This design comes from an exercise in tuning for small area and a short achievable clock period on the open sky130 flow, not from production work. Function was checked by simulation only, so behaviour that the tests miss may differ from the original.

`design.v`:
```
`timescale 1ns / 1ps
`default_nettype none
module cordic #(
    parameter integer C_S00_AXIS_TDATA_WIDTH = 32,
    parameter integer C_M00_AXIS_TDATA_WIDTH = 32,
    parameter integer C_NUM_CORDIC_ITERATIONS = 16,
    parameter integer C_CORDIC_FRAC_WIDTH = 16,
    parameter integer C_CORDIC_GAIN = 39796
)(
    input wire s00_axis_aclk,
    input wire s00_axis_aresetn,
    input wire s00_axis_tlast,
    input wire s00_axis_tvalid,
    input wire [C_S00_AXIS_TDATA_WIDTH-1:0] s00_axis_tdata,
    input wire [(C_S00_AXIS_TDATA_WIDTH/8)-1:0] s00_axis_tstrb,
    output logic s00_axis_tready,
    input wire m00_axis_tready,
    output logic m00_axis_tvalid,
    output logic m00_axis_tlast,
    output logic [C_M00_AXIS_TDATA_WIDTH-1:0] m00_axis_tdata,  
    output logic [(C_M00_AXIS_TDATA_WIDTH/8)-1:0] m00_axis_tstrb
);
    localparam integer C_CORDIC_LOG2_FRAC_WIDTH = $clog2(C_CORDIC_FRAC_WIDTH);
    localparam integer C_CORDIC_FIXED_WIDTH = (C_S00_AXIS_TDATA_WIDTH/2) + C_CORDIC_FRAC_WIDTH + 1;  
    function automatic logic [15:0] angles(input integer idx);
        case (idx)
            0: angles = 16'd8191;
            1: angles = 16'd4835;
            2: angles = 16'd2555;
            3: angles = 16'd1297;
            4: angles = 16'd651;
            5: angles = 16'd325;
            6: angles = 16'd162;
            7: angles = 16'd81;
            8: angles = 16'd40;
            9: angles = 16'd20;
            10: angles = 16'd10;
            11: angles = 16'd5;
            12: angles = 16'd2;
            13: angles = 16'd1;
            14: angles = 16'd0;
            default: angles = 16'd0;
        endcase
    endfunction
    function logic [C_CORDIC_FIXED_WIDTH-1:0] rnd2zerodiv(
        input logic signed [C_CORDIC_FIXED_WIDTH-1:0] x,
        input logic [C_CORDIC_LOG2_FRAC_WIDTH-1:0] i
    );
        logic sign;
        if ($signed(x) < 0) begin
            x = -x;
            sign = 1;
        end else begin
            sign = 0;
        end
        x = x >> i;
        if (sign) begin
            rnd2zerodiv = -x;
        end else begin
            rnd2zerodiv = x;
        end
    endfunction
    function logic [C_CORDIC_FIXED_WIDTH-1:0] abs_scale(
        input logic signed [C_S00_AXIS_TDATA_WIDTH/2-1:0] x
    );
        if ($signed(x) < 0) begin
            abs_scale = $signed(-x) * $signed(C_CORDIC_GAIN);
        end else begin
            abs_scale = x * C_CORDIC_GAIN;
        end
    endfunction
    logic signed [C_CORDIC_FIXED_WIDTH-1:0] x_i [0:C_NUM_CORDIC_ITERATIONS];
    logic signed [C_CORDIC_FIXED_WIDTH-1:0] y_i [0:C_NUM_CORDIC_ITERATIONS];
    logic signed [C_CORDIC_FIXED_WIDTH-1:0] z_i [0:C_NUM_CORDIC_ITERATIONS];
    logic  flips_i [0:C_NUM_CORDIC_ITERATIONS];
    logic tvalid_i [0:C_NUM_CORDIC_ITERATIONS];
    logic tlast_i [0:C_NUM_CORDIC_ITERATIONS];
    logic signed [C_S00_AXIS_TDATA_WIDTH/2-1:0] pre_x_i_0, pre_y_i_0;
    logic signed [C_S00_AXIS_TDATA_WIDTH/2-1:0] x_i_0, y_i_0, z_i_0;
    logic flips_i_0;
    assign pre_x_i_0 = s00_axis_tdata[(C_S00_AXIS_TDATA_WIDTH/2)-1:0];
    assign pre_y_i_0 = s00_axis_tdata[(C_S00_AXIS_TDATA_WIDTH-1):(C_S00_AXIS_TDATA_WIDTH/2)];
    assign x_i_0 = pre_x_i_0<0?-pre_x_i_0:pre_x_i_0;
    assign y_i_0 = pre_x_i_0<0?-pre_y_i_0:pre_y_i_0;
    assign z_i_0 = 0;
    assign flips_i_0 = pre_x_i_0<0;
    always_ff @(posedge s00_axis_aclk) begin
        if (m00_axis_tready) begin
            tvalid_i[0] <= s00_axis_tvalid;
            tlast_i[0] <= s00_axis_tlast;
            x_i[0] <= abs_scale(x_i_0);
            y_i[0] <= abs_scale(y_i_0);
            z_i[0] <= 0;
            flips_i[0] <= flips_i_0;
        end
    end
    genvar i;
    generate for (i = 0; i < C_NUM_CORDIC_ITERATIONS; i = i + 1) begin: cordic_iteration
        always_ff @(posedge s00_axis_aclk) begin
            if (m00_axis_tready) begin
                tvalid_i[i+1] <= tvalid_i[i];
                tlast_i[i+1] <= tlast_i[i];
                flips_i[i+1] <= flips_i[i];
                if ($signed(y_i[i]) < 0) begin
                    x_i[i+1] <= x_i[i] - rnd2zerodiv(y_i[i], i);
                    y_i[i+1] <= y_i[i] + rnd2zerodiv(x_i[i], i);
                    z_i[i+1] <= z_i[i] - angles(i);
                end else begin
                    x_i[i+1] <= x_i[i] + rnd2zerodiv(y_i[i], i);
                    y_i[i+1] <= y_i[i] - rnd2zerodiv(x_i[i], i);
                    z_i[i+1] <= z_i[i] + angles(i);
                end
            end
        end
    end endgenerate
    logic [15:0] mag;
    logic [15:0] rotate_angle, regular_angle;
    assign rotate_angle     = z_i[C_NUM_CORDIC_ITERATIONS]-32768;
    assign regular_angle    =  z_i[C_NUM_CORDIC_ITERATIONS];
    assign mag =  x_i[C_NUM_CORDIC_ITERATIONS][C_CORDIC_FIXED_WIDTH-2:C_CORDIC_FRAC_WIDTH];
    assign m00_axis_tvalid = tvalid_i[C_NUM_CORDIC_ITERATIONS];
    assign m00_axis_tlast = tlast_i[C_NUM_CORDIC_ITERATIONS];
    always_comb begin
        if (flips_i[C_NUM_CORDIC_ITERATIONS]) begin
            m00_axis_tdata = {rotate_angle, mag};
        end else begin
            m00_axis_tdata = {regular_angle, mag};
        end
    end
    assign s00_axis_tready = m00_axis_tready;
    assign m00_axis_tstrb = 4'hf;
endmodule
`default_nettype wire
```
`config.mk`:
```
export PLATFORM = sky130hd
export DESIGN_NAME = cordic
export DESIGN_NICKNAME = cordic
export VERILOG_FILES = /design/flow/design.v
export SDC_FILE = /design/flow/constraint.sdc
export NUM_CORES = 4
export LEC_CHECK = 0
export CAP_MARGIN = 20
export CORE_MARGIN = 2
export CORE_UTILIZATION = 40
export SLEW_MARGIN = 20
```
`constraint.sdc`:
```
create_clock -name core_clock -period 10.0 [get_ports {s00_axis_aclk}]
set_input_delay 2.0000 -clock core_clock [delete_from_list [all_inputs] [get_ports {s00_axis_aclk}]]
set_output_delay 2.0000 -clock core_clock [all_outputs]
set_load 0.01 [all_outputs]
```
`run.sh`:
```
#!/bin/bash
# synth_recipe.tcl (not shown) runs the flow's synth.tcl, then flattens the netlist and writes it again
# the make line also repeats each setting of config.mk as NAME=value (left out here)
make -C /OpenROAD-flow-scripts/flow DESIGN_CONFIG=/design/flow/config.mk WORK_HOME=/design/flow/orfs CLKGATE_MAP_FILE= SYNTH_SCRIPT=/design/flow/synth_recipe.tcl finish
```
==> summary.md <==
| Metric | Value |
|---|---|
| Period Utilization, post-route | `between 90% and 100%` |
| Starting density of the core | `between 40% and 50%` |
| Num Clock Sinks | `between 1000 and 1500` |
| Worst slack, placed | `-0.582 ns` |
| Hold Path Class | `flip-flop to flip-flop` |
| I/O pin cnt | `80` |
| RSZ-0062 raised after global routing | `false` |
| Site Rows | `approximately 240` |
| Synth cell types | `about 110` |
| Arr. time, crit path | `10.17 ns` |
| Core footprint | `~420000 um^2` |
| Worst-path clk slew | `0.06 ns` |
| Worst path slowest cell | `fa_1` |
| Pins Over Slew Limit | `0` |
| Final-report setup violation count | `0` |
| Clock tree buffer depth | `4` |
| Commonest cells in the netlist | `1692 x xnor2_1, 1664 x ha_1, 1587 x nor2_1` |
| Crit. End Element | `flip-flop` |
| Hold Buf Count CTS | `0` |
| Ys flop type | `edfxtp_1` |
| Max-slew headroom | `17.9%` |
| Detail Route Antenna Nets | `0` |
| Root buffer cell | `clkbuf_16` |
| Mapped cell area | `roughly 170000 um^2` |
| Number of global-route vias before repair | `approximately 140k` |
| P&R area growth vs syn | `8.68%` |
| Fmax | `roughly 0.10 GHz` |
| Synth top area cells | `edfxtp_1 24%, ha_1 12%, xnor2_1 8.8%` |
| Placer Congestion | `around 0.9` |
| Crit path kind | `primary input to flip-flop` |
| Clock latency on the worst-skew pair | `about 0.94 ns` |
| Crit start category | `primary input` |
| Synth Area per Inst | `approximately 8.5 um^2` |
| CP Buf/Inv Count | `6` |
| Gate Count Post-Synth | `around 20000` |
| Share of cells above drive strength 1 | `5.59%` |
| Via density | `approximately 5.8` |
| Crit path required time | `between 10 and 15 ns` |
| Routed vias | `about 150k` |
| GRT Util Overall | `22.5%` |
| Design area | `183000 um^2` |
| Global route overflow | `0` |
| H-tree depth | `4` |
| Postcts setup bufs | `0` |
| YS warnings | `7` |
| Placed Area | `roughly 180000 um^2` |
| Die width | `approximately 650 um` |
| First-pass GRT wire length | `just under 800000 um` |
| Final hold violations | `0` |
| Drt first pass iters | `7` |
| Non-Filler Instances | `~26000` |
| CTS tree | `yes` |
| CTS Buf Count | `169` |
| CP peak stage delay | `roughly 0.55 ns` |
| IO Port Bufs | `69` |
| Min Tclk post-route | `9.60 ns` |
| Area of the die | `around 430000 um^2` |
| Worst clock skew | `between 0.1 and 0.15 ns` |
| Max-cap violation count | `0` |
| Dpl cells | `25300` |
| Largest net degree at the start of global routing | `173` |
| Yosys reg bits | `between 1000 and 1500` |
| Delay-heaviest family, CP | `adder cells` |
| Die Span Y | `652 um` |
| Crit-path max FO | `5` |
| Post-synth EDFFs | `1334` |
| Async set or reset register ratio after synthesis | `0%` |
| Initial antenna violation count | `11` |
| Post-route DRC | `0` |
| Status | `finished clean` |
| Yosys top cell by area | `edfxtp_1` |
| WL per Instance | `approximately 19 um` |
| Count leader, synth | `xnor2_1` |
| Share of the synthesized area in the top cell type | `a little under a quarter` |
| Final wirelength | `around 500000 um` |
| Worst-case hold slack | `0.379 ns` |
| Worst Max-Slew Pin Slew | `between 1 and 1.5 ns` |
| Final worst slack | `between 0.4 and 0.5 ns` |
| Drt initial violations | `between 10000 and 15000` |
| Detail Placement HPWL | `slightly below 400000 um` |
| Fin nets | `about 22000` |
| Register area share after synthesis | `23.8%` |
-- final timing paths --
| check | slack (ns) | depth (start not counted) | startpoint | endpoint |
|---|---|---|---|---|
| setup / recovery | 0.40 | 34 | s00_axis_tdata[19] | y_i[0][30]$_DFFE_PP_ |
| hold / removal | 0.38 | 0 | tvalid_i[8]$_DFFE_PP_ | tvalid_i[9]$_DFFE_PP_ |
| setup reg to reg | 1.30 | 25 | x_i[5][1]$_DFFE_PP_ | y_i[6][32]$_DFFE_PP_ |
| hold reg to reg | 0.38 | 0 | tvalid_i[8]$_DFFE_PP_ | tvalid_i[9]$_DFFE_PP_ |
-- flip-flops by register name, summed over array words and instances (netlist names) --
signal,cells
z_i,224
tvalid_i,17
x_i,536
flips_i,17
tlast_i,17
y_i,523
-- layer usage --
layer / wire length [um] / vias to the layer above / global-route usage [%]
met5: 86 / - / 0
met3: 28200 / 838 / 2.58
met1: 218000 / 70300 / 29.7
met4: 18500 / 12 / 7.93
met2: 231000 / 4339 / 37.9
li1: - / 72900 / -
-- kinds of logic (layout without fill, tap and decap cells) --
kind of cell	after synthesis	in the layout	synth area share, %
fa+ha+maj	2102	2102	17.6
compound gates	5049	5049	19.4
mux	261	261	1.61
buf+inv	1951	2135	4.43
simple gates	6592	6592	19.7
xor+xnor	2575	2575	13.4
other cells	1	11	0.00223
flops	1334	1334	23.8
-- cells in the final DEF (no fill, tap or decap), types with 114 or more instances in the layout --
cell type,synthesis,layout
a21o_1,355,355
or3_1,298,298
mux2i_1,186,186
and3_1,268,268
edfxtp_1,1334,1334
buf_4,20,477
nor2b_1,182,182
a211oi_1,145,145
or4_1,149,149
o21ai_0,1101,1101
nor2_1,1587,1586
nand2_1,1381,1381
nand3_1,589,589
o21a_1,229,229
xor2_1,879,876
o211ai_1,132,132
and2_1,185,185
fa_1,438,438
nand2b_1,251,251
nor4_1,279,268
clkbuf_16,0,173
nor3_1,683,680
ha_1,1664,1664
o21bai_1,137,137
or2_2,171,171
a21boi_0,114,114
o31ai_1,174,173
inv_1,1270,1270
a31oi_1,283,283
nand4_1,221,221
a21oi_1,1375,1375
xnor2_1,1692,1690
-- per-stage QoR --
step | setup TNS, ns | utilization, %
floorplan | 0 | -
detailed placement | -6.31 | 42.2
CTS | 0 | 43.6
finish | 0 | 43.6
global placement | -6.94 | 42.2
global route | 0 | 43.6
-- what timing repair did --
action	4_1_cts	5_1_grt
resized for setup	0	11
endpoints found under the hold margin	0	0
setup endpoints to repair	0	7
-- cell type report --
class / instances / area (um^2)
Antenna cell: 6 / 15.0
Timing Repair Buffer: 551 / 4380
Sequential cell: 1334 / 40100
Fill cell: 41500 / 237000
Multi-Input combinational cell: 16600 / 121000
Clock inverter: 111 / 1360
Tap cell: 5520 / 6910
Inverter: 1281 / 4810
Clock buffer: 192 / 4400

## separate check: timing with driven ports
In the flow no input, the clock included, has a driving cell. The finished layout below was timed again as built, in two steps. Step 1: set_driving_cell puts a clkbuf_16 on s00_axis_aclk and a buf_2 on each other input, an assumption about the parent block. Step 2 adds t to the input delays and takes it off the output delays; t is the mean of the earliest and latest rising clock arrival at the registers after step 1. Input paths then give back, and output paths get back, about the clock's delay inside the block. a / b / c = no drivers / after step 1 / after step 2; a / b = the first two.
shift t [ns]: 0.992
setup WS [ns]: 0.401 / 0.479 / -0.513
worst setup path at the end: input to register
Met with ideal ports but missed after step 2: setup timing in this run. For this run, drivers alone change the setup slack by +0.078 ns; drivers and shift together by -0.914 ns.
